This is an optimization exercise on Yosys and OpenROAD, whose aim is small area, a short achievable clock period and few clock cycles per item, not a production implementation.
No run shown here included a check of the RTL's function; only the layout flow was run.

**flow/config.mk**
```make
export PLATFORM = sky130hd
export DESIGN_NAME = fir_top
export DESIGN_NICKNAME = fir_top
export VERILOG_FILES = /design/flow/design.v
export SDC_FILE = /design/flow/constraint.sdc
export NUM_CORES = 4
export LEC_CHECK = 0
export CAP_MARGIN = 20
export CORE_MARGIN = 2
export CORE_UTILIZATION = 40
export SETUP_SLACK_MARGIN = 5
export SLEW_MARGIN = 20
export SYNTH_HIERARCHICAL = 1
```
**flow/constraint.sdc**
```tcl
create_clock -name core_clock -period 10.0 [get_ports {clk}]
set_input_delay 2.0000 -clock core_clock [delete_from_list [all_inputs] [get_ports {clk}]]
set_output_delay 2.0000 -clock core_clock [all_outputs]
set_load 0.01 [all_outputs]
```
**flow/design.v**
```verilog
module fir_top (
    input  wire       clk,
    input  wire       resetN,
    input  wire       sampleClk,
    input  wire [7:0] sample,
    output reg  [7:0] sum,
    output reg        dav
);
   reg [7:0] h1, h2, h3, h4, h5, h6, h7, h8;
   reg [8:0] s23, s14, s16;
   reg [9:0] m3;
   reg [19:0] t1, t2;
   reg [3:0] ic;
   wire busy = ~ic[3] | ~ic[2];
   wire en = sampleClk | busy;
   wire [7:0] xin = busy ? 8'd0 : sample;
   wire g_1, p_2;
   ha up_2 (h1[0], h2[0], p_2, g_1);
   wire g_3, p_4;
   ha up_4 (h1[1], h2[1], p_4, g_3);
   wire g_5, p_6;
   ha up_6 (h1[2], h2[2], p_6, g_5);
   wire g_7, p_8;
   ha up_8 (h1[3], h2[3], p_8, g_7);
   wire g_9, p_10;
   ha up_10 (h1[4], h2[4], p_10, g_9);
   wire g_11, p_12;
   ha up_12 (h1[5], h2[5], p_12, g_11);
   wire g_13, p_14;
   ha up_14 (h1[6], h2[6], p_14, g_13);
   wire g_15, p_16;
   ha up_16 (h1[7], h2[7], p_16, g_15);
   wire g_17, p_18;
   ha up_18 (h1[7], h2[7], p_18, g_17);
   wire G_19 = g_3 | (p_4 & g_1);
   wire G_21 = g_5 | (p_6 & g_3);
   wire P_22 = p_6 & p_4;
   wire G_23 = g_7 | (p_8 & g_5);
   wire P_24 = p_8 & p_6;
   wire G_25 = g_9 | (p_10 & g_7);
   wire P_26 = p_10 & p_8;
   wire G_27 = g_11 | (p_12 & g_9);
   wire P_28 = p_12 & p_10;
   wire G_29 = g_13 | (p_14 & g_11);
   wire P_30 = p_14 & p_12;
   wire G_31 = g_15 | (p_16 & g_13);
   wire P_32 = p_16 & p_14;
   wire G_33 = g_17 | (p_18 & g_15);
   wire P_34 = p_18 & p_16;
   wire G_35 = G_21 | (P_22 & g_1);
   wire G_37 = G_23 | (P_24 & G_19);
   wire G_39 = G_25 | (P_26 & G_21);
   wire P_40 = P_26 & P_22;
   wire G_41 = G_27 | (P_28 & G_23);
   wire P_42 = P_28 & P_24;
   wire G_43 = G_29 | (P_30 & G_25);
   wire P_44 = P_30 & P_26;
   wire G_45 = G_31 | (P_32 & G_27);
   wire P_46 = P_32 & P_28;
   wire G_47 = G_33 | (P_34 & G_29);
   wire P_48 = P_34 & P_30;
   wire G_49 = G_39 | (P_40 & g_1);
   wire G_51 = G_41 | (P_42 & G_19);
   wire G_53 = G_43 | (P_44 & G_35);
   wire G_55 = G_45 | (P_46 & G_37);
   wire G_57 = G_47 | (P_48 & G_39);
   wire P_58 = P_48 & P_40;
   wire G_59 = G_57 | (P_58 & g_1);
   wire [8:0] s23n;
   assign s23n[0] = ~(p_2);
   assign s23n[1] = ~(p_4 ^ g_1);
   assign s23n[2] = ~(p_6 ^ G_19);
   assign s23n[3] = ~(p_8 ^ G_35);
   assign s23n[4] = ~(p_10 ^ G_37);
   assign s23n[5] = ~(p_12 ^ G_49);
   assign s23n[6] = ~(p_14 ^ G_51);
   assign s23n[7] = ~(p_16 ^ G_53);
   assign s23n[8] = p_18 ^ G_55;
   wire g_61, p_62;
   ha up_62 (xin[0], h3[0], p_62, g_61);
   wire g_63, p_64;
   ha up_64 (xin[1], h3[1], p_64, g_63);
   wire g_65, p_66;
   ha up_66 (xin[2], h3[2], p_66, g_65);
   wire g_67, p_68;
   ha up_68 (xin[3], h3[3], p_68, g_67);
   wire g_69, p_70;
   ha up_70 (xin[4], h3[4], p_70, g_69);
   wire g_71, p_72;
   ha up_72 (xin[5], h3[5], p_72, g_71);
   wire g_73, p_74;
   ha up_74 (xin[6], h3[6], p_74, g_73);
   wire g_75, p_76;
   ha up_76 (xin[7], h3[7], p_76, g_75);
   wire g_77, p_78;
   ha up_78 (xin[7], h3[7], p_78, g_77);
   wire G_79 = g_63 | (p_64 & g_61);
   wire G_81 = g_65 | (p_66 & g_63);
   wire P_82 = p_66 & p_64;
   wire G_83 = g_67 | (p_68 & g_65);
   wire P_84 = p_68 & p_66;
   wire G_85 = g_69 | (p_70 & g_67);
   wire P_86 = p_70 & p_68;
   wire G_87 = g_71 | (p_72 & g_69);
   wire P_88 = p_72 & p_70;
   wire G_89 = g_73 | (p_74 & g_71);
   wire P_90 = p_74 & p_72;
   wire G_91 = g_75 | (p_76 & g_73);
   wire P_92 = p_76 & p_74;
   wire G_93 = g_77 | (p_78 & g_75);
   wire P_94 = p_78 & p_76;
   wire G_95 = G_81 | (P_82 & g_61);
   wire G_97 = G_83 | (P_84 & G_79);
   wire G_99 = G_85 | (P_86 & G_81);
   wire P_100 = P_86 & P_82;
   wire G_101 = G_87 | (P_88 & G_83);
   wire P_102 = P_88 & P_84;
   wire G_103 = G_89 | (P_90 & G_85);
   wire P_104 = P_90 & P_86;
   wire G_105 = G_91 | (P_92 & G_87);
   wire P_106 = P_92 & P_88;
   wire G_107 = G_93 | (P_94 & G_89);
   wire P_108 = P_94 & P_90;
   wire G_109 = G_99 | (P_100 & g_61);
   wire G_111 = G_101 | (P_102 & G_79);
   wire G_113 = G_103 | (P_104 & G_95);
   wire G_115 = G_105 | (P_106 & G_97);
   wire G_117 = G_107 | (P_108 & G_99);
   wire P_118 = P_108 & P_100;
   wire G_119 = G_117 | (P_118 & g_61);
   wire [8:0] s14n;
   assign s14n[0] = ~(p_62);
   assign s14n[1] = ~(p_64 ^ g_61);
   assign s14n[2] = ~(p_66 ^ G_79);
   assign s14n[3] = ~(p_68 ^ G_95);
   assign s14n[4] = ~(p_70 ^ G_97);
   assign s14n[5] = ~(p_72 ^ G_109);
   assign s14n[6] = ~(p_74 ^ G_111);
   assign s14n[7] = ~(p_76 ^ G_113);
   assign s14n[8] = p_78 ^ G_115;
   wire g_121, p_122;
   ha up_122 (xin[0], h5[0], p_122, g_121);
   wire g_123, p_124;
   ha up_124 (xin[1], h5[1], p_124, g_123);
   wire g_125, p_126;
   ha up_126 (xin[2], h5[2], p_126, g_125);
   wire g_127, p_128;
   ha up_128 (xin[3], h5[3], p_128, g_127);
   wire g_129, p_130;
   ha up_130 (xin[4], h5[4], p_130, g_129);
   wire g_131, p_132;
   ha up_132 (xin[5], h5[5], p_132, g_131);
   wire g_133, p_134;
   ha up_134 (xin[6], h5[6], p_134, g_133);
   wire g_135, p_136;
   ha up_136 (xin[7], h5[7], p_136, g_135);
   wire g_137, p_138;
   ha up_138 (xin[7], h5[7], p_138, g_137);
   wire G_139 = g_123 | (p_124 & g_121);
   wire G_141 = g_125 | (p_126 & g_123);
   wire P_142 = p_126 & p_124;
   wire G_143 = g_127 | (p_128 & g_125);
   wire P_144 = p_128 & p_126;
   wire G_145 = g_129 | (p_130 & g_127);
   wire P_146 = p_130 & p_128;
   wire G_147 = g_131 | (p_132 & g_129);
   wire P_148 = p_132 & p_130;
   wire G_149 = g_133 | (p_134 & g_131);
   wire P_150 = p_134 & p_132;
   wire G_151 = g_135 | (p_136 & g_133);
   wire P_152 = p_136 & p_134;
   wire G_153 = g_137 | (p_138 & g_135);
   wire P_154 = p_138 & p_136;
   wire G_155 = G_141 | (P_142 & g_121);
   wire G_157 = G_143 | (P_144 & G_139);
   wire G_159 = G_145 | (P_146 & G_141);
   wire P_160 = P_146 & P_142;
   wire G_161 = G_147 | (P_148 & G_143);
   wire P_162 = P_148 & P_144;
   wire G_163 = G_149 | (P_150 & G_145);
   wire P_164 = P_150 & P_146;
   wire G_165 = G_151 | (P_152 & G_147);
   wire P_166 = P_152 & P_148;
   wire G_167 = G_153 | (P_154 & G_149);
   wire P_168 = P_154 & P_150;
   wire G_169 = G_159 | (P_160 & g_121);
   wire G_171 = G_161 | (P_162 & G_139);
   wire G_173 = G_163 | (P_164 & G_155);
   wire G_175 = G_165 | (P_166 & G_157);
   wire G_177 = G_167 | (P_168 & G_159);
   wire P_178 = P_168 & P_160;
   wire G_179 = G_177 | (P_178 & g_121);
   wire [8:0] s16n;
   assign s16n[0] = ~(p_122);
   assign s16n[1] = ~(p_124 ^ g_121);
   assign s16n[2] = ~(p_126 ^ G_139);
   assign s16n[3] = ~(p_128 ^ G_155);
   assign s16n[4] = ~(p_130 ^ G_157);
   assign s16n[5] = ~(p_132 ^ G_169);
   assign s16n[6] = ~(p_134 ^ G_171);
   assign s16n[7] = ~(p_136 ^ G_173);
   assign s16n[8] = p_138 ^ G_175;
   wire g_181, p_182;
   ha up_182 (xin[1], xin[0], p_182, g_181);
   wire g_183, p_184;
   ha up_184 (xin[2], xin[1], p_184, g_183);
   wire g_185, p_186;
   ha up_186 (xin[3], xin[2], p_186, g_185);
   wire g_187, p_188;
   ha up_188 (xin[4], xin[3], p_188, g_187);
   wire g_189, p_190;
   ha up_190 (xin[5], xin[4], p_190, g_189);
   wire g_191, p_192;
   ha up_192 (xin[6], xin[5], p_192, g_191);
   wire g_193, p_194;
   ha up_194 (xin[7], xin[6], p_194, g_193);
   wire g_195, p_196;
   ha up_196 (xin[7], xin[7], p_196, g_195);
   wire g_197, p_198;
   ha up_198 (xin[7], xin[7], p_198, g_197);
   wire G_199 = g_181 | (p_182 & 1'b0);
   wire G_201 = g_183 | (p_184 & g_181);
   wire P_202 = p_184 & p_182;
   wire G_203 = g_185 | (p_186 & g_183);
   wire P_204 = p_186 & p_184;
   wire G_205 = g_187 | (p_188 & g_185);
   wire P_206 = p_188 & p_186;
   wire G_207 = g_189 | (p_190 & g_187);
   wire P_208 = p_190 & p_188;
   wire G_209 = g_191 | (p_192 & g_189);
   wire P_210 = p_192 & p_190;
   wire G_211 = g_193 | (p_194 & g_191);
   wire P_212 = p_194 & p_192;
   wire G_213 = g_195 | (p_196 & g_193);
   wire P_214 = p_196 & p_194;
   wire G_215 = g_197 | (p_198 & g_195);
   wire P_216 = p_198 & p_196;
   wire G_217 = G_201 | (P_202 & 1'b0);
   wire G_219 = G_203 | (P_204 & G_199);
   wire G_221 = G_205 | (P_206 & G_201);
   wire P_222 = P_206 & P_202;
   wire G_223 = G_207 | (P_208 & G_203);
   wire P_224 = P_208 & P_204;
   wire G_225 = G_209 | (P_210 & G_205);
   wire P_226 = P_210 & P_206;
   wire G_227 = G_211 | (P_212 & G_207);
   wire P_228 = P_212 & P_208;
   wire G_229 = G_213 | (P_214 & G_209);
   wire P_230 = P_214 & P_210;
   wire G_231 = G_215 | (P_216 & G_211);
   wire P_232 = P_216 & P_212;
   wire G_233 = G_221 | (P_222 & 1'b0);
   wire G_235 = G_223 | (P_224 & G_199);
   wire G_237 = G_225 | (P_226 & G_217);
   wire G_239 = G_227 | (P_228 & G_219);
   wire G_241 = G_229 | (P_230 & G_221);
   wire P_242 = P_230 & P_222;
   wire G_243 = G_231 | (P_232 & G_223);
   wire P_244 = P_232 & P_224;
   wire G_245 = G_241 | (P_242 & 1'b0);
   wire G_247 = G_243 | (P_244 & G_199);
   wire [9:0] m3n;
   assign m3n[0] = ~(xin[0]);
   assign m3n[1] = ~(p_182 ^ 1'b0);
   assign m3n[2] = ~(p_184 ^ G_199);
   assign m3n[3] = ~(p_186 ^ G_217);
   assign m3n[4] = ~(p_188 ^ G_219);
   assign m3n[5] = ~(p_190 ^ G_233);
   assign m3n[6] = ~(p_192 ^ G_235);
   assign m3n[7] = ~(p_194 ^ G_237);
   assign m3n[8] = ~(p_196 ^ G_239);
   assign m3n[9] = p_198 ^ G_245;
   wire s_249 = ~s23[1] ^ s14[2];
   wire c_250 = ~s23[1] | s14[2];
   wire s_251 = ~s23[2] ^ s23[0];
   wire c_252 = ~s23[2] | s23[0];
   wire s_253, c_254;
   fa us_253 (s14[3], s14[1], c_250, s_253, c_254);
   wire s_255 = ~s23[3] ^ s23[1];
   wire c_256 = ~s23[3] | s23[1];
   wire s_257, c_258;
   fa us_257 (s14[4], s14[2], s14[0], s_257, c_258);
   wire s_259, c_260;
   fa us_259 (c_252, ~s_255, s_257, s_259, c_260);
   wire s_261, c_262;
   fa us_261 (~s23[4], s23[2], s14[5], s_261, c_262);
   wire s_263, c_264;
   fa us_263 (s14[3], s14[1], c_256, s_263, c_264);
   wire s_265, c_266;
   fa us_265 (c_258, s_261, s_263, s_265, c_266);
   wire s_267, c_268;
   fa us_267 (~s23[5], s23[3], s14[6], s_267, c_268);
   wire s_269, c_270;
   fa us_269 (s14[4], s14[2], c_262, s_269, c_270);
   wire s_271, c_272;
   fa us_271 (s_267, c_264, s_269, s_271, c_272);
   wire s_273 = ~s23[6] ^ s23[4];
   wire c_274 = ~s23[6] | s23[4];
   wire s_275, c_276;
   fa us_275 (s23[0], s14[7], s14[5], s_275, c_276);
   wire s_277, c_278;
   fa us_277 (s14[3], ~s_273, c_268, s_277, c_278);
   wire s_279, c_280;
   fa us_279 (s_275, c_270, s_277, s_279, c_280);
   wire s_281 = ~s23[7] ^ s23[5];
   wire c_282 = ~s23[7] | s23[5];
   wire s_283, c_284;
   fa us_283 (s23[1], s14[8], s14[6], s_283, c_284);
   wire s_285, c_286;
   fa us_285 (s14[4], ~s14[0], c_274, s_285, c_286);
   wire s_287, c_288;
   fa us_287 (~s_281, c_276, s_283, s_287, c_288);
   wire s_289, c_290;
   fa us_289 (s_285, c_278, s_287, s_289, c_290);
   wire s_291, c_292;
   fa us_291 (~s23[8], s23[6], s23[2], s_291, c_292);
   wire s_293, c_294;
   fa us_293 (s14[7], s14[5], ~s14[1], s_293, c_294);
   wire s_295, c_296;
   fa us_295 (c_282, c_284, s_291, s_295, c_296);
   wire s_297, c_298;
   fa us_297 (s_293, c_286, c_288, s_297, c_298);
   wire s_299, c_300;
   fa us_299 (s_295, c_290, s_297, s_299, c_300);
   wire s_301, c_302;
   fa us_301 (s23[7], s23[3], s14[8], s_301, c_302);
   wire s_303, c_304;
   fa us_303 (s23[0], ~s14[6], s14[2], s_303, c_304);
   wire s_305, c_306;
   fa us_305 (c_292, c_294, s_301, s_305, c_306);
   wire s_307, c_308;
   fa us_307 (~s_303, c_296, s_305, s_307, c_308);
   wire s_309, c_310;
   ha us_309 (c_298, s_307, s_309, c_310);
   wire s_311, c_312;
   fa us_311 (s23[8], s23[4], s14[7], s_311, c_312);
   wire s_313, c_314;
   fa us_313 (s23[1], s14[3], ~c_302, s_313, c_314);
   wire s_315, c_316;
   fa us_315 (~c_304, s_311, c_306, s_315, c_316);
   wire s_317, c_318;
   fa us_317 (~s_313, c_308, s_315, s_317, c_318);
   wire s_319, c_320;
   fa us_319 (s23[5], ~s23[2], s14[8], s_319, c_320);
   wire s_321, c_322;
   fa us_321 (~s14[4], c_312, s_319, s_321, c_322);
   wire s_323, c_324;
   fa us_323 (~c_314, s_321, c_316, s_323, c_324);
   wire s_325 = s23[6] ^ ~s23[3];
   wire c_326 = s23[6] | ~s23[3];
   wire s_327, c_328;
   fa us_327 (s14[5], s_325, ~c_320, s_327, c_328);
   wire s_329 = c_322 ^ s_327;
   wire c_330 = c_322 & ~s_327;
   wire s_331 = s23[7] ^ ~s23[4];
   wire c_332 = s23[7] | ~s23[4];
   wire s_333, c_334;
   fa us_333 (s14[6], ~c_326, s_331, s_333, c_334);
   wire s_335, c_336;
   han us_335 (s_333, c_328, s_335, c_336);
   wire s_337, c_338;
   fa us_337 (~s23[8], s23[5], s14[7], s_337, c_338);
   wire s_339, c_340;
   fa us_339 (~c_332, s_337, c_334, s_339, c_340);
   wire s_341, c_342;
   fa us_341 (s23[6], s14[8], c_338, s_341, c_342);
   wire s_343 = ~s23[7] ^ ~c_342;
   wire c_344 = ~s23[7] | ~c_342;
   wire g_345, p_346;
   ha up_346 (s14[0], 1'b1, p_346, g_345);
   wire g_347 = ~s23[0] & s14[1];
   wire p_348 = ~s23[0] ^ s14[1];
   wire g_349 = s14[0] & ~s_249;
   wire p_350 = s14[0] ^ ~s_249;
   wire g_351 = ~s_251 & s_253;
   wire p_352 = ~s_251 ^ s_253;
   wire g_353, p_354;
   ha up_354 (c_254, s_259, p_354, g_353);
   wire g_355, p_356;
   ha up_356 (c_260, s_265, p_356, g_355);
   wire g_357, p_358;
   ha up_358 (c_266, s_271, p_358, g_357);
   wire g_359, p_360;
   ha up_360 (c_272, s_279, p_360, g_359);
   wire g_361, p_362;
   ha up_362 (c_280, s_289, p_362, g_361);
   wire g_363, p_364;
   ha up_364 (c_300, s_309, p_364, g_363);
   wire g_365, p_366;
   ha up_366 (c_310, s_317, p_366, g_365);
   wire g_367, p_368;
   ha up_368 (c_318, s_323, p_368, g_367);
   wire g_369 = c_324 & ~s_329;
   wire p_370 = c_324 ^ ~s_329;
   wire g_371, p_372;
   ha up_372 (c_330, s_335, p_372, g_371);
   wire g_373 = c_336 & ~s_339;
   wire p_374 = c_336 ^ ~s_339;
   wire g_375, p_376;
   han up_376 (c_340, s_341, p_376, g_375);
   wire g_377 = ~s23[8] & c_344;
   wire p_378 = ~s23[8] ^ c_344;
   wire G_379 = g_347 | (p_348 & g_345);
   wire G_381 = g_349 | (p_350 & g_347);
   wire P_382 = p_350 & p_348;
   wire G_383 = g_351 | (p_352 & g_349);
   wire P_384 = p_352 & p_350;
   wire G_385 = g_353 | (p_354 & g_351);
   wire P_386 = p_354 & p_352;
   wire G_387 = g_355 | (p_356 & g_353);
   wire P_388 = p_356 & p_354;
   wire G_389 = g_357 | (p_358 & g_355);
   wire P_390 = p_358 & p_356;
   wire G_391 = g_359 | (p_360 & g_357);
   wire P_392 = p_360 & p_358;
   wire G_393 = g_361 | (p_362 & g_359);
   wire P_394 = p_362 & p_360;
   wire G_395 = 1'b0 | (s_299 & g_361);
   wire P_396 = s_299 & p_362;
   wire G_397 = g_363 | (p_364 & 1'b0);
   wire P_398 = p_364 & s_299;
   wire G_399 = g_365 | (p_366 & g_363);
   wire P_400 = p_366 & p_364;
   wire G_401 = g_367 | (p_368 & g_365);
   wire P_402 = p_368 & p_366;
   wire G_403 = g_369 | (p_370 & g_367);
   wire P_404 = p_370 & p_368;
   wire G_405 = g_371 | (p_372 & g_369);
   wire P_406 = p_372 & p_370;
   wire G_407 = g_373 | (p_374 & g_371);
   wire P_408 = p_374 & p_372;
   wire G_409 = g_375 | (p_376 & g_373);
   wire P_410 = p_376 & p_374;
   wire G_411 = 1'b0 | (~s_343 & g_375);
   wire P_412 = ~s_343 & p_376;
   wire G_413 = g_377 | (p_378 & 1'b0);
   wire P_414 = p_378 & ~s_343;
   wire G_415 = 1'b0 | (1'b1 & g_377);
   wire P_416 = 1'b1 & p_378;
   wire G_417 = G_381 | (P_382 & g_345);
   wire G_419 = G_383 | (P_384 & G_379);
   wire G_421 = G_385 | (P_386 & G_381);
   wire P_422 = P_386 & P_382;
   wire G_423 = G_387 | (P_388 & G_383);
   wire P_424 = P_388 & P_384;
   wire G_425 = G_389 | (P_390 & G_385);
   wire P_426 = P_390 & P_386;
   wire G_427 = G_391 | (P_392 & G_387);
   wire P_428 = P_392 & P_388;
   wire G_429 = G_393 | (P_394 & G_389);
   wire P_430 = P_394 & P_390;
   wire G_431 = G_395 | (P_396 & G_391);
   wire P_432 = P_396 & P_392;
   wire G_433 = G_397 | (P_398 & G_393);
   wire P_434 = P_398 & P_394;
   wire G_435 = G_399 | (P_400 & G_395);
   wire P_436 = P_400 & P_396;
   wire G_437 = G_401 | (P_402 & G_397);
   wire P_438 = P_402 & P_398;
   wire G_439 = G_403 | (P_404 & G_399);
   wire P_440 = P_404 & P_400;
   wire G_441 = G_405 | (P_406 & G_401);
   wire P_442 = P_406 & P_402;
   wire G_443 = G_407 | (P_408 & G_403);
   wire P_444 = P_408 & P_404;
   wire G_445 = G_409 | (P_410 & G_405);
   wire P_446 = P_410 & P_406;
   wire G_447 = G_411 | (P_412 & G_407);
   wire P_448 = P_412 & P_408;
   wire G_449 = G_413 | (P_414 & G_409);
   wire P_450 = P_414 & P_410;
   wire G_451 = G_415 | (P_416 & G_411);
   wire P_452 = P_416 & P_412;
   wire G_453 = G_421 | (P_422 & g_345);
   wire G_455 = G_423 | (P_424 & G_379);
   wire G_457 = G_425 | (P_426 & G_417);
   wire G_459 = G_427 | (P_428 & G_419);
   wire G_461 = G_429 | (P_430 & G_421);
   wire P_462 = P_430 & P_422;
   wire G_463 = G_431 | (P_432 & G_423);
   wire P_464 = P_432 & P_424;
   wire G_465 = G_433 | (P_434 & G_425);
   wire P_466 = P_434 & P_426;
   wire G_467 = G_435 | (P_436 & G_427);
   wire P_468 = P_436 & P_428;
   wire G_469 = G_437 | (P_438 & G_429);
   wire P_470 = P_438 & P_430;
   wire G_471 = G_439 | (P_440 & G_431);
   wire P_472 = P_440 & P_432;
   wire G_473 = G_441 | (P_442 & G_433);
   wire P_474 = P_442 & P_434;
   wire G_475 = G_443 | (P_444 & G_435);
   wire P_476 = P_444 & P_436;
   wire G_477 = G_445 | (P_446 & G_437);
   wire P_478 = P_446 & P_438;
   wire G_479 = G_447 | (P_448 & G_439);
   wire P_480 = P_448 & P_440;
   wire G_481 = G_449 | (P_450 & G_441);
   wire P_482 = P_450 & P_442;
   wire G_483 = G_451 | (P_452 & G_443);
   wire P_484 = P_452 & P_444;
   wire G_485 = G_461 | (P_462 & g_345);
   wire G_487 = G_463 | (P_464 & G_379);
   wire G_489 = G_465 | (P_466 & G_417);
   wire G_491 = G_467 | (P_468 & G_419);
   wire G_493 = G_469 | (P_470 & G_453);
   wire G_495 = G_471 | (P_472 & G_455);
   wire G_497 = G_473 | (P_474 & G_457);
   wire G_499 = G_475 | (P_476 & G_459);
   wire G_501 = G_477 | (P_478 & G_461);
   wire P_502 = P_478 & P_462;
   wire G_503 = G_479 | (P_480 & G_463);
   wire P_504 = P_480 & P_464;
   wire G_505 = G_481 | (P_482 & G_465);
   wire P_506 = P_482 & P_466;
   wire G_507 = G_483 | (P_484 & G_467);
   wire P_508 = P_484 & P_468;
   wire G_509 = G_501 | (P_502 & g_345);
   wire G_511 = G_503 | (P_504 & G_379);
   wire G_513 = G_505 | (P_506 & G_417);
   wire G_515 = G_507 | (P_508 & G_419);
   wire [19:0] t2n;
   assign t2n[0] = p_346;
   assign t2n[1] = p_348 ^ g_345;
   assign t2n[2] = p_350 ^ G_379;
   assign t2n[3] = p_352 ^ G_417;
   assign t2n[4] = p_354 ^ G_419;
   assign t2n[5] = p_356 ^ G_453;
   assign t2n[6] = p_358 ^ G_455;
   assign t2n[7] = p_360 ^ G_457;
   assign t2n[8] = p_362 ^ G_459;
   assign t2n[9] = s_299 ^ G_485;
   assign t2n[10] = p_364 ^ G_487;
   assign t2n[11] = p_366 ^ G_489;
   assign t2n[12] = p_368 ^ G_491;
   assign t2n[13] = p_370 ^ G_493;
   assign t2n[14] = p_372 ^ G_495;
   assign t2n[15] = p_374 ^ G_497;
   assign t2n[16] = p_376 ^ G_499;
   assign t2n[17] = ~s_343 ^ G_509;
   assign t2n[18] = p_378 ^ G_511;
   assign t2n[19] = ~(1'b1 ^ G_513);
   wire s_517 = t2[0] ^ ~h7[0];
   wire c_518 = t2[0] | ~h7[0];
   wire s_519 = t2[1] ^ h7[1];
   wire c_520 = t2[1] & ~h7[1];
   wire s_521 = t2[2] ^ s16[0];
   wire c_522 = t2[2] | s16[0];
   wire s_523, c_524;
   fa us_523 (h7[2], ~c_520, s_521, s_523, c_524);
   wire s_525, c_526;
   fa us_525 (t2[3], s16[1], h7[0], s_525, c_526);
   wire s_527, c_528;
   fa us_527 (~h7[3], h8[0], c_522, s_527, c_528);
   wire s_529, c_530;
   fa us_529 (s_525, ~c_524, s_527, s_529, c_530);
   wire s_531 = t2[4] ^ s16[2];
   wire c_532 = t2[4] | s16[2];
   wire s_533, c_534;
   fa us_533 (s16[0], h7[1], h8[1], s_533, c_534);
   wire s_535, c_536;
   fa us_535 (h7[4], s_531, ~c_526, s_535, c_536);
   wire s_537, c_538;
   fa us_537 (s_533, c_528, ~s_535, s_537, c_538);
   wire s_539 = t2[5] ^ s16[3];
   wire c_540 = t2[5] | s16[3];
   wire s_541, c_542;
   fa us_541 (s16[1], h7[2], h8[2], s_541, c_542);
   wire s_543, c_544;
   fa us_543 (h7[5], h7[0], ~c_532, s_543, c_544);
   wire s_545, c_546;
   fa us_545 (~s_539, c_534, s_541, s_545, c_546);
   wire s_547, c_548;
   fa us_547 (s_543, c_536, ~s_545, s_547, c_548);
   wire s_549 = t2[6] ^ s16[4];
   wire c_550 = t2[6] | s16[4];
   wire s_551, c_552;
   fa us_551 (s16[2], s16[0], h7[3], s_551, c_552);
   wire s_553, c_554;
   fa us_553 (h7[6], h7[1], ~h8[3], s_553, c_554);
   wire s_555, c_556;
   fa us_555 (c_540, ~s_549, c_542, s_555, c_556);
   wire s_557, c_558;
   fa us_557 (~s_551, s_553, c_544, s_557, c_558);
   wire s_559, c_560;
   fa us_559 (c_546, s_555, ~s_557, s_559, c_560);
   wire s_561 = t2[7] ^ s16[5];
   wire c_562 = t2[7] | s16[5];
   wire s_563, c_564;
   fa us_563 (s16[3], s16[1], h7[7], s_563, c_564);
   wire s_565, c_566;
   fa us_565 (h7[4], ~h7[2], h8[4], s_565, c_566);
   wire s_567, c_568;
   fa us_567 (c_550, ~s_561, c_552, s_567, c_568);
   wire s_569, c_570;
   fa us_569 (~c_554, s_563, s_565, s_569, c_570);
   wire s_571, c_572;
   fa us_571 (c_556, s_567, s_569, s_571, c_572);
   wire s_573 = c_558 ^ s_571;
   wire c_574 = ~c_558 & s_571;
   wire s_575 = t2[8] ^ s16[6];
   wire c_576 = t2[8] | s16[6];
   wire s_577, c_578;
   fa us_577 (s16[4], s16[2], h7[5], s_577, c_578);
   wire s_579, c_580;
   fa us_579 (~h7[3], h8[5], c_562, s_579, c_580);
   wire s_581, c_582;
   fa us_581 (~s_575, c_564, c_566, s_581, c_582);
   wire s_583, c_584;
   fa us_583 (s_577, s_579, c_568, s_583, c_584);
   wire s_585, c_586;
   fa us_585 (c_570, s_581, s_583, s_585, c_586);
   wire s_587, c_588;
   ha us_587 (c_572, c_574, s_587, c_588);
   wire s_589 = t2[9] ^ s16[7];
   wire c_590 = t2[9] | s16[7];
   wire s_591, c_592;
   fa us_591 (s16[5], s16[3], h7[6], s_591, c_592);
   wire s_593, c_594;
   fa us_593 (~h7[4], h8[6], c_576, s_593, c_594);
   wire s_595, c_596;
   fa us_595 (~s_589, c_578, s_591, s_595, c_596);
   wire s_597, c_598;
   fa us_597 (c_580, s_593, c_582, s_597, c_598);
   wire s_599, c_600;
   fa us_599 (s_595, c_584, s_597, s_599, c_600);
   wire s_601, c_602;
   ha us_601 (c_586, s_599, s_601, c_602);
   wire s_603, c_604;
   fa us_603 (t2[10], s16[8], s16[6], s_603, c_604);
   wire s_605, c_606;
   fa us_605 (~s16[4], h7[7], h7[5], s_605, c_606);
   wire s_607, c_608;
   fa us_607 (~h8[7], c_590, c_592, s_607, c_608);
   wire s_609, c_610;
   fa us_609 (s_603, ~s_605, c_594, s_609, c_610);
   wire s_611, c_612;
   fa us_611 (c_596, s_607, s_609, s_611, c_612);
   wire s_613, c_614;
   fa us_613 (c_598, s_611, c_600, s_613, c_614);
   wire s_615, c_616;
   fa us_615 (t2[11], s16[7], s16[5], s_615, c_616);
   wire s_617, c_618;
   fa us_617 (h7[6], ~c_604, c_606, s_617, c_618);
   wire s_619, c_620;
   fa us_619 (s_615, c_608, ~s_617, s_619, c_620);
   wire s_621, c_622;
   fa us_621 (c_610, s_619, c_612, s_621, c_622);
   wire s_623 = t2[12] ^ s16[8];
   wire c_624 = t2[12] | s16[8];
   wire s_625, c_626;
   fa us_625 (s16[6], h7[7], ~s_623, s_625, c_626);
   wire s_627, c_628;
   fa us_627 (c_616, s_625, ~c_618, s_627, c_628);
   wire s_629, c_630;
   ha us_629 (c_620, s_627, s_629, c_630);
   wire s_631, c_632;
   fa us_631 (t2[13], s16[7], c_624, s_631, c_632);
   wire s_633, c_634;
   fa us_633 (c_626, s_631, c_628, s_633, c_634);
   wire s_635, c_636;
   fa us_635 (t2[14], s16[8], c_632, s_635, c_636);
   wire s_637 = t2[15] ^ c_636;
   wire c_638 = t2[15] | c_636;
   wire s_639 = t2[16] ^ c_638;
   wire c_640 = t2[16] | c_638;
   wire s_641 = t2[17] ^ c_640;
   wire c_642 = t2[17] | c_640;
   wire s_643 = t2[18] ^ c_642;
   wire c_644 = t2[18] | c_642;
   wire g_645 = c_518 & ~s_519;
   wire p_646 = c_518 ^ ~s_519;
   wire g_647, p_648;
   ha up_648 (c_530, s_537, p_648, g_647);
   wire g_649 = c_538 & ~s_547;
   wire p_650 = c_538 ^ ~s_547;
   wire g_651 = ~c_548 & s_559;
   wire p_652 = ~c_548 ^ s_559;
   wire g_653 = c_560 & ~s_573;
   wire p_654 = c_560 ^ ~s_573;
   wire g_655, p_656;
   ha up_656 (s_585, s_587, p_656, g_655);
   wire g_657, p_658;
   ha up_658 (c_588, s_601, p_658, g_657);
   wire g_659, p_660;
   ha up_660 (c_602, s_613, p_660, g_659);
   wire g_661, p_662;
   ha up_662 (c_614, s_621, p_662, g_661);
   wire g_663, p_664;
   ha up_664 (c_622, s_629, p_664, g_663);
   wire g_665, p_666;
   ha up_666 (c_630, s_633, p_666, g_665);
   wire g_667, p_668;
   ha up_668 (c_634, s_635, p_668, g_667);
   wire g_669, p_670;
   ha up_670 (t2[19], c_644, p_670, g_669);
   wire G_671 = g_645 | (p_646 & 1'b0);
   wire G_673 = 1'b0 | (~s_523 & g_645);
   wire P_674 = ~s_523 & p_646;
   wire G_675 = 1'b0 | (s_529 & 1'b0);
   wire P_676 = s_529 & ~s_523;
   wire G_677 = g_647 | (p_648 & 1'b0);
   wire P_678 = p_648 & s_529;
   wire G_679 = g_649 | (p_650 & g_647);
   wire P_680 = p_650 & p_648;
   wire G_681 = g_651 | (p_652 & g_649);
   wire P_682 = p_652 & p_650;
   wire G_683 = g_653 | (p_654 & g_651);
   wire P_684 = p_654 & p_652;
   wire G_685 = g_655 | (p_656 & g_653);
   wire P_686 = p_656 & p_654;
   wire G_687 = g_657 | (p_658 & g_655);
   wire P_688 = p_658 & p_656;
   wire G_689 = g_659 | (p_660 & g_657);
   wire P_690 = p_660 & p_658;
   wire G_691 = g_661 | (p_662 & g_659);
   wire P_692 = p_662 & p_660;
   wire G_693 = g_663 | (p_664 & g_661);
   wire P_694 = p_664 & p_662;
   wire G_695 = g_665 | (p_666 & g_663);
   wire P_696 = p_666 & p_664;
   wire G_697 = g_667 | (p_668 & g_665);
   wire P_698 = p_668 & p_666;
   wire G_699 = 1'b0 | (~s_637 & g_667);
   wire P_700 = ~s_637 & p_668;
   wire G_701 = 1'b0 | (~s_639 & 1'b0);
   wire P_702 = ~s_639 & ~s_637;
   wire G_703 = 1'b0 | (~s_641 & 1'b0);
   wire P_704 = ~s_641 & ~s_639;
   wire G_705 = 1'b0 | (~s_643 & 1'b0);
   wire P_706 = ~s_643 & ~s_641;
   wire G_707 = g_669 | (p_670 & 1'b0);
   wire P_708 = p_670 & ~s_643;
   wire G_709 = G_673 | (P_674 & 1'b0);
   wire G_711 = G_675 | (P_676 & G_671);
   wire G_713 = G_677 | (P_678 & G_673);
   wire P_714 = P_678 & P_674;
   wire G_715 = G_679 | (P_680 & G_675);
   wire P_716 = P_680 & P_676;
   wire G_717 = G_681 | (P_682 & G_677);
   wire P_718 = P_682 & P_678;
   wire G_719 = G_683 | (P_684 & G_679);
   wire P_720 = P_684 & P_680;
   wire G_721 = G_685 | (P_686 & G_681);
   wire P_722 = P_686 & P_682;
   wire G_723 = G_687 | (P_688 & G_683);
   wire P_724 = P_688 & P_684;
   wire G_725 = G_689 | (P_690 & G_685);
   wire P_726 = P_690 & P_686;
   wire G_727 = G_691 | (P_692 & G_687);
   wire P_728 = P_692 & P_688;
   wire G_729 = G_693 | (P_694 & G_689);
   wire P_730 = P_694 & P_690;
   wire G_731 = G_695 | (P_696 & G_691);
   wire P_732 = P_696 & P_692;
   wire G_733 = G_697 | (P_698 & G_693);
   wire P_734 = P_698 & P_694;
   wire G_735 = G_699 | (P_700 & G_695);
   wire P_736 = P_700 & P_696;
   wire G_737 = G_701 | (P_702 & G_697);
   wire P_738 = P_702 & P_698;
   wire G_739 = G_703 | (P_704 & G_699);
   wire P_740 = P_704 & P_700;
   wire G_741 = G_705 | (P_706 & G_701);
   wire P_742 = P_706 & P_702;
   wire G_743 = G_707 | (P_708 & G_703);
   wire P_744 = P_708 & P_704;
   wire G_745 = G_713 | (P_714 & 1'b0);
   wire G_747 = G_715 | (P_716 & G_671);
   wire G_749 = G_717 | (P_718 & G_709);
   wire G_751 = G_719 | (P_720 & G_711);
   wire G_753 = G_721 | (P_722 & G_713);
   wire P_754 = P_722 & P_714;
   wire G_755 = G_723 | (P_724 & G_715);
   wire P_756 = P_724 & P_716;
   wire G_757 = G_725 | (P_726 & G_717);
   wire P_758 = P_726 & P_718;
   wire G_759 = G_727 | (P_728 & G_719);
   wire P_760 = P_728 & P_720;
   wire G_761 = G_729 | (P_730 & G_721);
   wire P_762 = P_730 & P_722;
   wire G_763 = G_731 | (P_732 & G_723);
   wire P_764 = P_732 & P_724;
   wire G_765 = G_733 | (P_734 & G_725);
   wire P_766 = P_734 & P_726;
   wire G_767 = G_735 | (P_736 & G_727);
   wire P_768 = P_736 & P_728;
   wire G_769 = G_737 | (P_738 & G_729);
   wire P_770 = P_738 & P_730;
   wire G_771 = G_739 | (P_740 & G_731);
   wire P_772 = P_740 & P_732;
   wire G_773 = G_741 | (P_742 & G_733);
   wire P_774 = P_742 & P_734;
   wire G_775 = G_743 | (P_744 & G_735);
   wire P_776 = P_744 & P_736;
   wire G_777 = G_753 | (P_754 & 1'b0);
   wire G_779 = G_755 | (P_756 & G_671);
   wire G_781 = G_757 | (P_758 & G_709);
   wire G_783 = G_759 | (P_760 & G_711);
   wire G_785 = G_761 | (P_762 & G_745);
   wire G_787 = G_763 | (P_764 & G_747);
   wire G_789 = G_765 | (P_766 & G_749);
   wire G_791 = G_767 | (P_768 & G_751);
   wire G_793 = G_769 | (P_770 & G_753);
   wire P_794 = P_770 & P_754;
   wire G_795 = G_771 | (P_772 & G_755);
   wire P_796 = P_772 & P_756;
   wire G_797 = G_773 | (P_774 & G_757);
   wire P_798 = P_774 & P_758;
   wire G_799 = G_775 | (P_776 & G_759);
   wire P_800 = P_776 & P_760;
   wire G_801 = G_793 | (P_794 & 1'b0);
   wire G_803 = G_795 | (P_796 & G_671);
   wire G_805 = G_797 | (P_798 & G_709);
   wire G_807 = G_799 | (P_800 & G_711);
   wire [19:0] t1n;
   assign t1n[0] = ~s_517;
   assign t1n[1] = p_646 ^ 1'b0;
   assign t1n[2] = ~s_523 ^ G_671;
   assign t1n[3] = s_529 ^ G_709;
   assign t1n[4] = p_648 ^ G_711;
   assign t1n[5] = p_650 ^ G_745;
   assign t1n[6] = p_652 ^ G_747;
   assign t1n[7] = p_654 ^ G_749;
   assign t1n[8] = p_656 ^ G_751;
   assign t1n[9] = p_658 ^ G_777;
   assign t1n[10] = p_660 ^ G_779;
   assign t1n[11] = p_662 ^ G_781;
   assign t1n[12] = p_664 ^ G_783;
   assign t1n[13] = p_666 ^ G_785;
   assign t1n[14] = p_668 ^ G_787;
   assign t1n[15] = ~s_637 ^ G_789;
   assign t1n[16] = ~s_639 ^ G_791;
   assign t1n[17] = ~s_641 ^ G_801;
   assign t1n[18] = ~s_643 ^ G_803;
   assign t1n[19] = ~(p_670 ^ G_805);
   wire s_809 = t1[0] ^ ~h1[0];
   wire c_810 = t1[0] | ~h1[0];
   wire s_811 = t1[1] ^ h1[1];
   wire c_812 = t1[1] & ~h1[1];
   wire s_813 = t1[2] ^ h1[2];
   wire c_814 = t1[2] & ~h1[2];
   wire s_815 = t1[3] ^ m3[0];
   wire c_816 = t1[3] | m3[0];
   wire s_817, c_818;
   fa us_817 (h1[3], ~c_814, s_815, s_817, c_818);
   wire s_819, c_820;
   fa us_819 (t1[4], m3[1], ~h1[4], s_819, c_820);
   wire s_821, c_822;
   ha us_821 (c_816, s_819, s_821, c_822);
   wire s_823, c_824;
   fa us_823 (t1[5], m3[2], ~h1[5], s_823, c_824);
   wire s_825, c_826;
   ha us_825 (c_820, s_823, s_825, c_826);
   wire s_827, c_828;
   fa us_827 (t1[6], m3[3], ~h1[6], s_827, c_828);
   wire s_829, c_830;
   ha us_829 (c_824, s_827, s_829, c_830);
   wire s_831 = t1[7] ^ m3[4];
   wire c_832 = t1[7] | m3[4];
   wire s_833, c_834;
   fa us_833 (h1[7], ~s_831, c_828, s_833, c_834);
   wire s_835 = t1[8] ^ m3[5];
   wire c_836 = t1[8] | m3[5];
   wire s_837 = c_832 ^ s_835;
   wire c_838 = c_832 & ~s_835;
   wire s_839 = t1[9] ^ m3[6];
   wire c_840 = t1[9] | m3[6];
   wire s_841 = c_836 ^ s_839;
   wire c_842 = c_836 & ~s_839;
   wire s_843 = t1[10] ^ m3[7];
   wire c_844 = t1[10] | m3[7];
   wire s_845 = c_840 ^ s_843;
   wire c_846 = c_840 & ~s_843;
   wire s_847 = t1[11] ^ m3[8];
   wire c_848 = t1[11] | m3[8];
   wire s_849 = c_844 ^ s_847;
   wire c_850 = c_844 & ~s_847;
   wire s_851, c_852;
   fa us_851 (t1[12], m3[9], c_848, s_851, c_852);
   wire s_853 = t1[13] ^ c_852;
   wire c_854 = t1[13] | c_852;
   wire s_855 = t1[14] ^ c_854;
   wire c_856 = t1[14] | c_854;
   wire s_857 = t1[15] ^ c_856;
   wire c_858 = t1[15] | c_856;
   wire s_859 = t1[16] ^ c_858;
   wire c_860 = t1[16] | c_858;
   wire s_861 = t1[17] ^ c_860;
   wire c_862 = t1[17] | c_860;
   wire s_863 = t1[18] ^ c_862;
   wire c_864 = t1[18] | c_862;
   wire g_865 = c_810 & ~s_811;
   wire p_866 = c_810 ^ ~s_811;
   wire g_867 = c_812 & ~s_813;
   wire p_868 = c_812 ^ ~s_813;
   wire g_869 = ~c_818 & s_821;
   wire p_870 = ~c_818 ^ s_821;
   wire g_871, p_872;
   ha up_872 (c_822, s_825, p_872, g_871);
   wire g_873, p_874;
   ha up_874 (c_826, s_829, p_874, g_873);
   wire g_875, p_876;
   ha up_876 (c_830, s_833, p_876, g_875);
   wire g_877 = c_834 & ~s_837;
   wire p_878 = c_834 ^ ~s_837;
   wire g_879 = c_838 & ~s_841;
   wire p_880 = c_838 ^ ~s_841;
   wire g_881 = c_842 & ~s_845;
   wire p_882 = c_842 ^ ~s_845;
   wire G_883 = g_865 | (p_866 & 1'b0);
   wire G_885 = g_867 | (p_868 & g_865);
   wire P_886 = p_868 & p_866;
   wire G_887 = 1'b0 | (~s_817 & g_867);
   wire P_888 = ~s_817 & p_868;
   wire G_889 = g_869 | (p_870 & 1'b0);
   wire P_890 = p_870 & ~s_817;
   wire G_891 = g_871 | (p_872 & g_869);
   wire P_892 = p_872 & p_870;
   wire G_893 = g_873 | (p_874 & g_871);
   wire P_894 = p_874 & p_872;
   wire G_895 = g_875 | (p_876 & g_873);
   wire P_896 = p_876 & p_874;
   wire G_897 = g_877 | (p_878 & g_875);
   wire P_898 = p_878 & p_876;
   wire G_899 = g_879 | (p_880 & g_877);
   wire P_900 = p_880 & p_878;
   wire G_901 = g_881 | (p_882 & g_879);
   wire P_902 = p_882 & p_880;
   wire G_903 = 1'b0 | (1'b0 & g_881);
   wire P_904 = 1'b0 & p_882;
   wire G_905 = G_885 | (P_886 & 1'b0);
   wire G_907 = G_887 | (P_888 & G_883);
   wire G_909 = G_889 | (P_890 & G_885);
   wire P_910 = P_890 & P_886;
   wire G_911 = G_891 | (P_892 & G_887);
   wire P_912 = P_892 & P_888;
   wire G_913 = G_893 | (P_894 & G_889);
   wire P_914 = P_894 & P_890;
   wire G_915 = G_895 | (P_896 & G_891);
   wire P_916 = P_896 & P_892;
   wire G_917 = G_897 | (P_898 & G_893);
   wire P_918 = P_898 & P_894;
   wire G_919 = G_899 | (P_900 & G_895);
   wire P_920 = P_900 & P_896;
   wire G_921 = G_901 | (P_902 & G_897);
   wire P_922 = P_902 & P_898;
   wire G_923 = G_903 | (P_904 & G_899);
   wire P_924 = P_904 & P_900;
   wire G_925 = G_909 | (P_910 & 1'b0);
   wire G_927 = G_911 | (P_912 & G_883);
   wire G_929 = G_913 | (P_914 & G_905);
   wire G_931 = G_915 | (P_916 & G_907);
   wire G_933 = G_917 | (P_918 & G_909);
   wire P_934 = P_918 & P_910;
   wire G_935 = G_919 | (P_920 & G_911);
   wire P_936 = P_920 & P_912;
   wire G_937 = G_921 | (P_922 & G_913);
   wire P_938 = P_922 & P_914;
   wire G_939 = G_923 | (P_924 & G_915);
   wire P_940 = P_924 & P_916;
   wire G_941 = G_933 | (P_934 & 1'b0);
   wire G_943 = G_935 | (P_936 & G_883);
   wire G_945 = G_937 | (P_938 & G_905);
   wire G_947 = G_939 | (P_940 & G_907);
   wire [11:0] rl;
   assign rl[0] = ~s_809;
   assign rl[1] = p_866 ^ 1'b0;
   assign rl[2] = p_868 ^ G_883;
   assign rl[3] = ~s_817 ^ G_905;
   assign rl[4] = p_870 ^ G_907;
   assign rl[5] = p_872 ^ G_925;
   assign rl[6] = p_874 ^ G_927;
   assign rl[7] = p_876 ^ G_929;
   assign rl[8] = p_878 ^ G_931;
   assign rl[9] = p_880 ^ G_941;
   assign rl[10] = p_882 ^ G_943;
   assign rl[11] = 1'b0 ^ G_945;
   wire c11 = rl[11];
   wire g_949 = c_846 & ~s_849;
   wire p_950 = c_846 ^ ~s_849;
   wire g_951, p_952;
   ha up_952 (c_850, s_851, p_952, g_951);
   wire g_953, p_954;
   ha up_954 (t1[19], c_864, p_954, g_953);
   wire G_955 = g_951 | (p_952 & g_949);
   wire G_957 = 1'b0 | (~s_853 & g_951);
   wire P_958 = ~s_853 & p_952;
   wire G_959 = 1'b0 | (~s_855 & 1'b0);
   wire P_960 = ~s_855 & ~s_853;
   wire G_961 = 1'b0 | (~s_857 & 1'b0);
   wire P_962 = ~s_857 & ~s_855;
   wire G_963 = 1'b0 | (~s_859 & 1'b0);
   wire P_964 = ~s_859 & ~s_857;
   wire G_965 = 1'b0 | (~s_861 & 1'b0);
   wire P_966 = ~s_861 & ~s_859;
   wire G_967 = 1'b0 | (~s_863 & 1'b0);
   wire P_968 = ~s_863 & ~s_861;
   wire G_969 = g_953 | (p_954 & 1'b0);
   wire P_970 = p_954 & ~s_863;
   wire G_971 = G_957 | (P_958 & g_949);
   wire G_973 = G_959 | (P_960 & G_955);
   wire G_975 = G_961 | (P_962 & G_957);
   wire P_976 = P_962 & P_958;
   wire G_977 = G_963 | (P_964 & G_959);
   wire P_978 = P_964 & P_960;
   wire G_979 = G_965 | (P_966 & G_961);
   wire P_980 = P_966 & P_962;
   wire G_981 = G_967 | (P_968 & G_963);
   wire P_982 = P_968 & P_964;
   wire G_983 = G_969 | (P_970 & G_965);
   wire P_984 = P_970 & P_966;
   wire G_985 = G_975 | (P_976 & g_949);
   wire G_987 = G_977 | (P_978 & G_955);
   wire G_989 = G_979 | (P_980 & G_971);
   wire G_991 = G_981 | (P_982 & G_973);
   wire G_993 = G_983 | (P_984 & G_975);
   wire P_994 = P_984 & P_976;
   wire G_995 = G_993 | (P_994 & g_949);
   wire [8:0] q;
   assign q[0] = p_950;
   assign q[1] = p_952 ^ g_949;
   assign q[2] = ~s_853 ^ G_955;
   assign q[3] = ~s_855 ^ G_971;
   assign q[4] = ~s_857 ^ G_973;
   assign q[5] = ~s_859 ^ G_985;
   assign q[6] = ~s_861 ^ G_987;
   assign q[7] = ~s_863 ^ G_989;
   assign q[8] = p_954 ^ G_991;
   wire c8, a10;
   lowadd ulo (rl[10:3], sample, c8, a10);
   wire [7:0] vM = q[7:0] - 8'd1;
   wire [7:0] v0 = q[7:0];
   wire [7:0] v1 = q[7:0] + 8'd1;
   wire [7:0] v2 = q[7:0] + 8'd2;
   wire [7:0] v3 = q[7:0] + 8'd3;
   wire signed [8:0] qs = q;
   wire [3:0] sp = {qs >= 9'sd126, qs >= 9'sd127, qs >= 9'sd128, qs >= 9'sd129};
   wire [3:0] sn = {qs < -9'sd130, qs < -9'sd129, qs < -9'sd128, qs < -9'sd127};
   wire [7:0] sumNext;
   outsel usel (c11, c8, sample[7], a10, {v3, v2, v1, v0, vM}, sp, sn, sumNext);
   always @(posedge clk, negedge resetN)
     if (!resetN) begin
        ic <= 4'd0;
        dav <= 1'b0;
     end else begin
        if (busy) ic <= ic + 4'd1;
        dav <= sampleClk & ~busy;
     end
   always @(posedge clk) begin
      sum <= sumNext;
      if (en) begin
         t1 <= t1n; t2 <= t2n;
         s23 <= s23n; s14 <= s14n; s16 <= s16n;
         m3 <= m3n;
         h1 <= xin; h2 <= h1; h3 <= h2; h4 <= h3;
         h5 <= h4; h6 <= h5; h7 <= h6; h8 <= h7;
      end
   end
endmodule
module lowadd (input [7:0] a, input [7:0] b, output c8, output s7);
   wire [8:0] s = {1'b0, a} + {1'b0, b};
   assign c8 = s[8];
   assign s7 = s[7];
endmodule
module outsel (input c11, input c8, input x7, input a10, input [39:0] v,
               input [3:0] sp, input [3:0] sn, output reg [7:0] o);
   reg [1:0] k;
   always @* begin
      case ({c11, c8, x7})
        3'b001: k = 2'd0;
        3'b000, 3'b011, 3'b101: k = 2'd1;
        3'b010, 3'b100, 3'b111: k = 2'd2;
        default: k = 2'd3;
      endcase
      if (sp[k]) o = 8'h7f;
      else if (sn[k]) o = 8'h80;
      else o = v[8 * (k + a10) +: 8];
   end
endmodule
module fa (input a, input b, input c, output s, output co);
   assign s = a ^ b ^ c;
   assign co = (a & b) | (a & c) | (b & c);
endmodule
module ha (input a, input b, output s, output co);
   assign s = a ^ b;
   assign co = a & b;
endmodule
module han (input a, input b, output s, output co);
   assign s = a ^ b;
   assign co = ~(a | b);
endmodule
```
**flow/run.sh**
```bash
#!/bin/bash
# synth_recipe.tcl (not shown) runs the flow's synth.tcl, then flattens the netlist and writes it again
# the make line also repeats each setting of config.mk as NAME=value (left out here)
make -C /OpenROAD-flow-scripts/flow DESIGN_CONFIG=/design/flow/config.mk WORK_HOME=/design/flow/orfs CLKGATE_MAP_FILE= SYNTH_SCRIPT=/design/flow/synth_recipe.tcl finish
```
==> results by group, run 1 <==
Die
  – Die width: 179 µm
  – Die Height: 179 µm
  – Top-Level Pins: 20
  – Core ar.: 0.0303 mm²
  – Die ar.: 0.0320 mm²
  – Initial core utilization: 0.404
  – Row count: 64

Setup path
  – Critical Path Start Type: flip-flop
  – CP Class: flip-flop to flip-flop
  – Crit path DAT: 5.28 ns
  – Required time worst endpoint: 10.36 ns
  – Crit Path Max Fanout: 7
  – Worst setup EP type: flip-flop

Layout
  – Layout fillers: 2735
  – FF+latch area: 0.00452 mm²
  – Final std cells w/o fill: 1511
  – # nets final: 1353
  – Area grow syn2layout: 12.7%
  – Fin util: 0.455
  – Ant diodes: 0
  – Multi-input logic area: 0.00724 mm²
  – Finished Cell Area: 0.0138 mm²
  – Layout cell share with drive strength beyond 1: 0.0987

Logic synthesis
  – Post-synth EDFFs: 141
  – #FFs+latches synth: 154
  – Synth top area share: 0.346
  – Dominant cells by area after synthesis: edfxtp_1, ha_1, fa_1, inv_1, xnor2_1
  – Yosys warning count: 8
  – Synth top cells by count: inv_1, ha_1, edfxtp_1
  – Syn Inst Count: 1060
  – Ys flop type: edfxtp_1
  – Post-synthesis sequential area ratio: 0.369
  – Ys async rst share: 0.0325
  – Mapped Nets: 1311
  – Area leader, netlist: edfxtp_1
  – Synth Cell Area: 0.0123 mm²
  – Number of distinct library cells after synthesis: 76
  – Most frequent cell after synthesis: inv_1
  – Average footprint of a synthesized cell: 11.6 µm²

Global route
  – Overall Global Routing Usage: 0.161
  – Grt met1 use: 0.198
  – GRT met3 Usage: 0.0286
  – First-pass GRT wire length: 39700 µm
  – Initial antenna violation count: 1
  – Vias in the first global route: 7800
  – Met2 usage: 0.285
  – GR peak layer: met2
  – Pin count of the biggest net entering global routing: 80
  – GRT overflow: 0

STA
  – Fin. max-slew vios: 0
  – RSZ-0062 raised after global routing: true
  – Max_slew headroom: 0.347
  – Achievable frequency: 203 MHz
  – Final hold viol count: 0
  – Setup_tns: 0 ns
  – Hold slack: 0.421 ns
  – Final min period: 4.92 ns
  – Final setup vio count: 0
  – Final period util: 0.492
  – Worst slew pin tran: 0.980 ns
  – Clock skew: 0.0147 ns

Job
  – # Max-Cap Violations: 0

CTS
  – Root buf cell: clkbuf_16
  – CTS tree: built
  – CTS H-tree lvls: 4
  – Clock sinks: 154
  – # hold bufs at CTS: 0
  – Longest Clk Path Bufs: 2
  – Clock Latency Late Sink: 0.43 ns
  – Clock slew at the register clock pins of the worst setup and hold paths: 0.07 ns
  – Total CTS buffers: 17

Drt
  – Post-detailed-route via-to-cell ratio: 5.03
  – Routed Antenna Nets: 0
  – Final wirelength: 24100 µm
  – Routed via count: 7596
  – Initial drt markers: 347
  – Drt first pass iters: 5
  – Drc violations: 0
  – Routed length per instance: 15.9 µm

Placement
  – Post-DP HPWL: 18900 µm
  – Final Wtd Congestion: 0.797
  – Buffers on Ports: 19
  – Post-place instance area: 0.0129 mm²
  – Placed Cells incl. Taps: 1461

Run status
  – Outcome: finished clean

Worst hold path
  – HP Class: flip-flop to flip-flop
per-layer routing:
layer / up-vias / part of all wire
li1: 3756 / -
met4: 0 / 0.024
met2: 91 / 0.51
met3: 35 / 0.027
met1: 3714 / 0.44
met5: - / 0
metrics by stage:
stage | worst slack [ns]
3_3_place_gp | 3.97
6_report | 5.08
5_1_grt | 4.81
3_5_place_dp | 3.86
4_1_cts | 5.04
2_1_floorplan | 5.02
layout by cell type, fill, tap and decap left out, types with 9 or more instances in the layout:
cell type,instances
nor3_1,18
fa_1,90
buf_4,15
inv_1,162
clkbuf_16,18
clkdlybuf4s50_1,19
xor2_1,46
nand3_1,18
a21oi_1,40
o2bb2ai_1,9
and3_1,15
o21ai_0,20
ha_1,142
nor2_1,36
a21o_1,17
edfxtp_1,141
o21ai_1,14
xnor2_1,47
nand2_1,51
mux2i_1,22
critical path, stage by stage, from the launching register on:
cell	delay (ns)
edfxtp_1	0.41
fa_1	0.60
ha_4	0.22
ha_4	0.29
nand2_4	0.05
o31ai_4	0.29
a21o_1	0.20
xor2_1	0.18
ha_1	0.28
a21oi_2	0.14
nor2_2	0.06
a2111oi_4	0.39
o21bai_4	0.15
xor2_2	0.18
or2_4	0.28
nand2_4	0.06
ha_4	0.13
ha_4	0.23
buf_6	0.14
mux2i_1	0.11
o21ai_1	0.19
o21ai_1	0.09
o211ai_1	0.16
timing repair:
action,CTS,global route
setup buffers,12,5
pin swaps,6,24
hold endpoints to repair,0,0
cloned,0,1
endpoints found under the setup margin,8,8
gates resized for setup,9,23
modules after synthesis (local to each module, per instance):
module,copies in the design,area (µm²),flip-flops and latches
fa,89,20.0,0
outsel,1,624,0
ha,67,12.5,0
han,2,20.0,0
lowadd,1,161,0
fir_top,1,8810,154
worst paths after layout:
| kind | depth (start not counted) | start | slack (ns) | endpoint |
|---|---|---|---|---|
| max | 22 | t1[5] | 5.08 | sum[3] |
| min | 0 | h6[1] | 0.42 | h7[1] |
| max reg2reg | 22 | t1[5] | 5.08 | sum[3] |
| min reg2reg | 0 | h6[1] | 0.42 | h7[1] |
| max in group asynchronous | 1 | resetN | 8.01 | ic[3] |
| min in group asynchronous | 1 | resetN | 1.79 | ic[1] |
flip-flops by register name (all words and copies together) (netlist names), 9 cells and up:
signal and flops:
m3 10, s14 9, s16 9, s23 9
t1 20, t2 20
kinds of logic after synthesis:
kind of cell	after synthesis	synth area share
xor+xnor	99	0.0757
fa+ha+maj	240	0.300
buf+inv	177	0.0564
flops	154	0.369
other cells	1	0.000306
mux	24	0.0198
compound gates	174	0.0972
simple gates	191	0.0815
cell type report:
class / count / share of cell area
well taps: 396 / 0.0359
multi-input cells: 729 / 0.524
flip-flops and latches: 154 / 0.327
repair buffers: 38 / 0.0275
clock buffers: 19 / 0.0313
clock inverters: 13 / 0.0101
inverters: 162 / 0.0440
==> run 2, diff against run 1 <==
--- a/flow/config.mk
+++ b/flow/config.mk
@@ -8,6 +8,5 @@
 export CAP_MARGIN = 20
 export CORE_MARGIN = 2
 export CORE_UTILIZATION = 40
-export SETUP_SLACK_MARGIN = 5
 export SLEW_MARGIN = 20
 export SYNTH_HIERARCHICAL = 1
==> run 2 against run 1 <==
Sequential share of layout area grew 0.82 points; critical path depth is the same; count of clock-buffer cells in the layout shrank 1; cell count shrank 1.2%; first-iteration DRC count grew 5.5%; synthesized cell count is the same; worst setup slack lost 1.4 ns; die area is the same; via count shrank 2.1%; critical path type unchanged; largest cell class unchanged.
==> results by group, run 2 <==
CTS
  – Total CTS buffers: 17 (unchanged)
  – Post-cts repair resize count: 0 (-9)
  – Root buf cell: clkbuf_16
  – # hold bufs at CTS: 0 (unchanged)
  – CTS H-tree lvls: 4 (unchanged)
  – Clock sinks: 154 (unchanged)
  – CTS tree: built
  – Clock Latency Late Sink: 0.43 ns (about the same)
  – Clock slew at the register clock pins of the worst setup and hold paths: 0.07 ns (about the same)
  – Longest Clk Path Bufs: 2 (unchanged)
  – Post-CTS Setup Inserts: 0 (-12)

Drt
  – Routed length per instance: 15.8 µm (-0.46%)
  – Post-detailed-route via-to-cell ratio: 4.98 (-0.97%)
  – Initial drt markers: 366 (+5.5%)
  – Drc violations: 0 (unchanged)
  – Routed via count: 7433 (-2.1%)
  – Drt first pass iters: 6 (+1)
  – Final wirelength: 23700 µm (-1.7%)
  – Routed Antenna Nets: 0 (unchanged)

Layout
  – Commonest non-fill, non-tap cell in the layout: inv_1
  – Commonest cells after routing, fill and taps aside: inv_1, ha_1, edfxtp_1, fa_1, nand2_1
  – # nets final: 1335 (-1.3%)
  – Largest regs: t1: 20 flops, t2: 20 flops, m3: 10 flops
  – Ant diodes: 0 (unchanged)
  – Layout fillers: 2779 (+1.6%)
  – Area grow syn2layout: 9.98%
  – Layout cell share with drive strength beyond 1: 0.0675 (-0.0312)

Logic synthesis
  – Synth Area in Compound Gates: 0.0972 (unchanged)
  – Post-synth EDFFs: 141 (unchanged)
  – #FFs+latches synth: 154 (unchanged)
  – Mapped Nets: 1311 (unchanged)
  – Synth Area in Simple Gates: 0.0815 (unchanged)
  – Average footprint of a synthesized cell: 11.6 µm² (unchanged)
  – Post-synthesis sequential area ratio: 0.369 (unchanged)
  – Ys flop type: edfxtp_1
  – Synth top area share: 0.346 (unchanged)
  – Synth top cells by count: inv_1, ha_1, edfxtp_1
  – Largest family of logic cells by synthesized area: adder cells
  – Syn Inst Count: 1060 (unchanged)
  – Synth Area in Adders: 0.300 (unchanged)
  – Most frequent cell after synthesis: inv_1
  – Ys async rst share: 0.0325 (unchanged)
  – Number of distinct library cells after synthesis: 76 (unchanged)
  – Yosys warning count: 8 (unchanged)
  – Area leader, netlist: edfxtp_1
  – Post-synthesis xor/xnor area fraction: 0.0757 (unchanged)
  – Synth Cell Area: 0.0123 mm² (unchanged)
  – Dominant cells by area after synthesis: edfxtp_1, ha_1, fa_1, inv_1, xnor2_1
  – Mux contribution to synthesized area: 0.0198 (unchanged)

Setup path
  – Crit Path Max Fanout: 17 (+10)
  – R2r setup slk: 3.72 ns (-1.36 ns)
  – Critical R2R Capture: sum[2]
  – Critical Path, Cell by Cell: inv_1 > fa_1 > ha_1 > ha_1 > nand2_1 > o31ai_1 > a41oi_1 > xnor2_1 > ha_1 > nand4_1 > a21oi_1 > a2111oi_2 > o21bai_1 > xor2_1 > or2_4 > nand2_1 > ha_1 > ha_1 > nor2b_1 > o2bb2ai_1 > o21ai_0 > o211ai_1
  – R2R Path Start: h1[5]
  – CP max stage delay: 0.73 ns (+0.13 ns)
  – Crit path DAT: 6.63 ns (+1.35 ns)
  – WP buf/inv: 1 (unchanged)
  – Worst reg2reg path depth: 22 (unchanged)
  – Critical Path Start Type: flip-flop
  – Worst setup EP type: flip-flop
  – Largest delay share family, worst path: adder cells
  – CP Class: flip-flop to flip-flop
  – Required time worst endpoint: 10.35 ns (about the same)
  – Critical-path top delay cell: ha_1
  – Cell mode on critical path: ha_1

Placement
  – Buffers on Ports: 19 (unchanged)
  – Post-DP HPWL: 18700 µm (-0.89%)
  – Worst slack, placed: 3.78 ns (-0.0739 ns)
  – Final Wtd Congestion: 0.789 (-0.99%)

Global route
  – Overall Global Routing Usage: 0.160 (-0.00141)
  – Pin count of the biggest net entering global routing: 78 (-2.5%)
  – GRT overflow: 0 (unchanged)
  – First-pass GRT wire length: 39400 µm (-0.90%)
  – Vias in the first global route: 7700 (-1.3%)
  – Initial antenna violation count: 0 (-1)

Die
  – Initial core utilization: 0.404 (unchanged)
  – Row count: 64 (unchanged)
  – Core ar.: 0.0303 mm² (unchanged)
  – Die width: 179 µm (unchanged)
  – Top-Level Pins: 20 (unchanged)
  – Die ar.: 0.0320 mm² (unchanged)
  – Die Height: 179 µm (unchanged)

STA
  – Worst slew pin tran: 0.923 ns (-0.0571 ns)
  – Final hold viol count: 0 (unchanged)
  – Final period util: 0.628 (+0.136)
  – RSZ-0062 raised after global routing: false
  – Final setup vio count: 0 (unchanged)
  – Final min period: 6.28 ns (+1.36 ns)
  – Final worst slack: 3.72 ns (-1.36 ns)
  – Fin. max-slew vios: 0 (unchanged)
  – Achievable frequency: 159 MHz (-22%)
  – Max_slew headroom: 0.385 (+0.0381)
  – Setup_tns: 0 ns (unchanged)
  – Clock skew: 0.0106 ns (-0.00413 ns)

Worst hold path
  – Hold EP: h5[5]
  – Beginning of the worst hold path: h4[5]
  – Hold Path Depth: 0 (unchanged)
  – HP Class: flip-flop to flip-flop

Run status
  – Outcome: finished clean

Job
  – # Max-Cap Violations: 0 (unchanged)
## run 2: modules after synthesis (local to each module, per instance)
module   times used  cell area, µm²  flip-flops and latches
fir_top           1            8810                     154
outsel            1             624                       0
lowadd            1             161                       0
fa               89            20.0                       0
han               2            20.0                       0
ha               67            12.5                       0
## run 2: final cells by class
class,instances,area (µm²),area share
Timing Repair Buffer,20,198,0.0147
Clock buffer,18,429,0.0319
Sequential cell,154,4520,0.335
Clock inverter,14,180,0.0134
Tap cell,396,495,0.0368
Multi-Input combinational cell,729,7040,0.523
Inverter,162,608,0.0451
## run 2: logic make-up (layout without fill, tap and decap cells)
logic type | after synthesis | count (layout)
compound gates | 174 | 174
buf+inv | 177 | 214
flops | 154 | 154
mux | 24 | 24
simple gates | 191 | 191
other cells | 1 | 1
fa+ha+maj | 240 | 240
xor+xnor | 99 | 99
## run 2: per-stage QoR
stage | instances | util | instance area, µm² | hold slack [ns]
2_1_floorplan | 1060 | - | 12300 | 0.400
3_3_place_gp | 1461 | 0.424 | 12900 | 0.400
3_5_place_dp | 1461 | 0.424 | 12900 | 0.405
4_1_cts | 1493 | 0.444 | 13500 | 0.419
5_1_grt | 1493 | 0.444 | 13500 | 0.424
6_report | 1493 | 0.444 | 13500 | 0.416
## run 2: how the worst max path moves through the flow
stage,end,from,cells past startpoint
floorplan,sum[7],h1[5],25
global placement,sum[6],sample[2],15
detailed placement,sum[2],h1[5],22
CTS,sum[2],h1[5],22
global route,sum[1],h1[4],22
finish,sum[2],h1[5],22
## run 2: metal layers
layer  GRT usage  share of wire
met1       0.200           0.45
met3      0.0269          0.026
met2       0.283           0.51
met4      0.0474          0.016
met5           0              0

-- what the ideal ports hide --
In the flow no input, the clock included, has a driving cell. The finished layouts below were timed again as built, in two steps. Step 1: set_driving_cell puts a clkbuf_16 on clk and a buf_2 on each other input, an assumption about the parent block. Step 2 also shifts input and output timing later by t, the mid clock arrival at the registers, as if the neighbouring blocks saw the same clock. a / b / c = no drivers / after step 1 / after step 2; a / b = the first two.
run	t (ns)	setup WS [ns]	hold slack, ns	latest minus earliest clock arrival (ns)	pins driven straight from the clock port
run 1	0.478	5.080 / 5.080 / 4.825	0.421 / 0.421 / 0.421	0.015 / 0.015	1
run 2	0.472	3.718 / 3.718 / 3.718	0.416 / 0.416 / 0.416	0.012 / 0.013	1
After both steps every run listed still meets setup and hold. For run 1, which loses most, drivers alone change the setup slack by 0.000 ns; drivers and shift together by -0.255 ns.
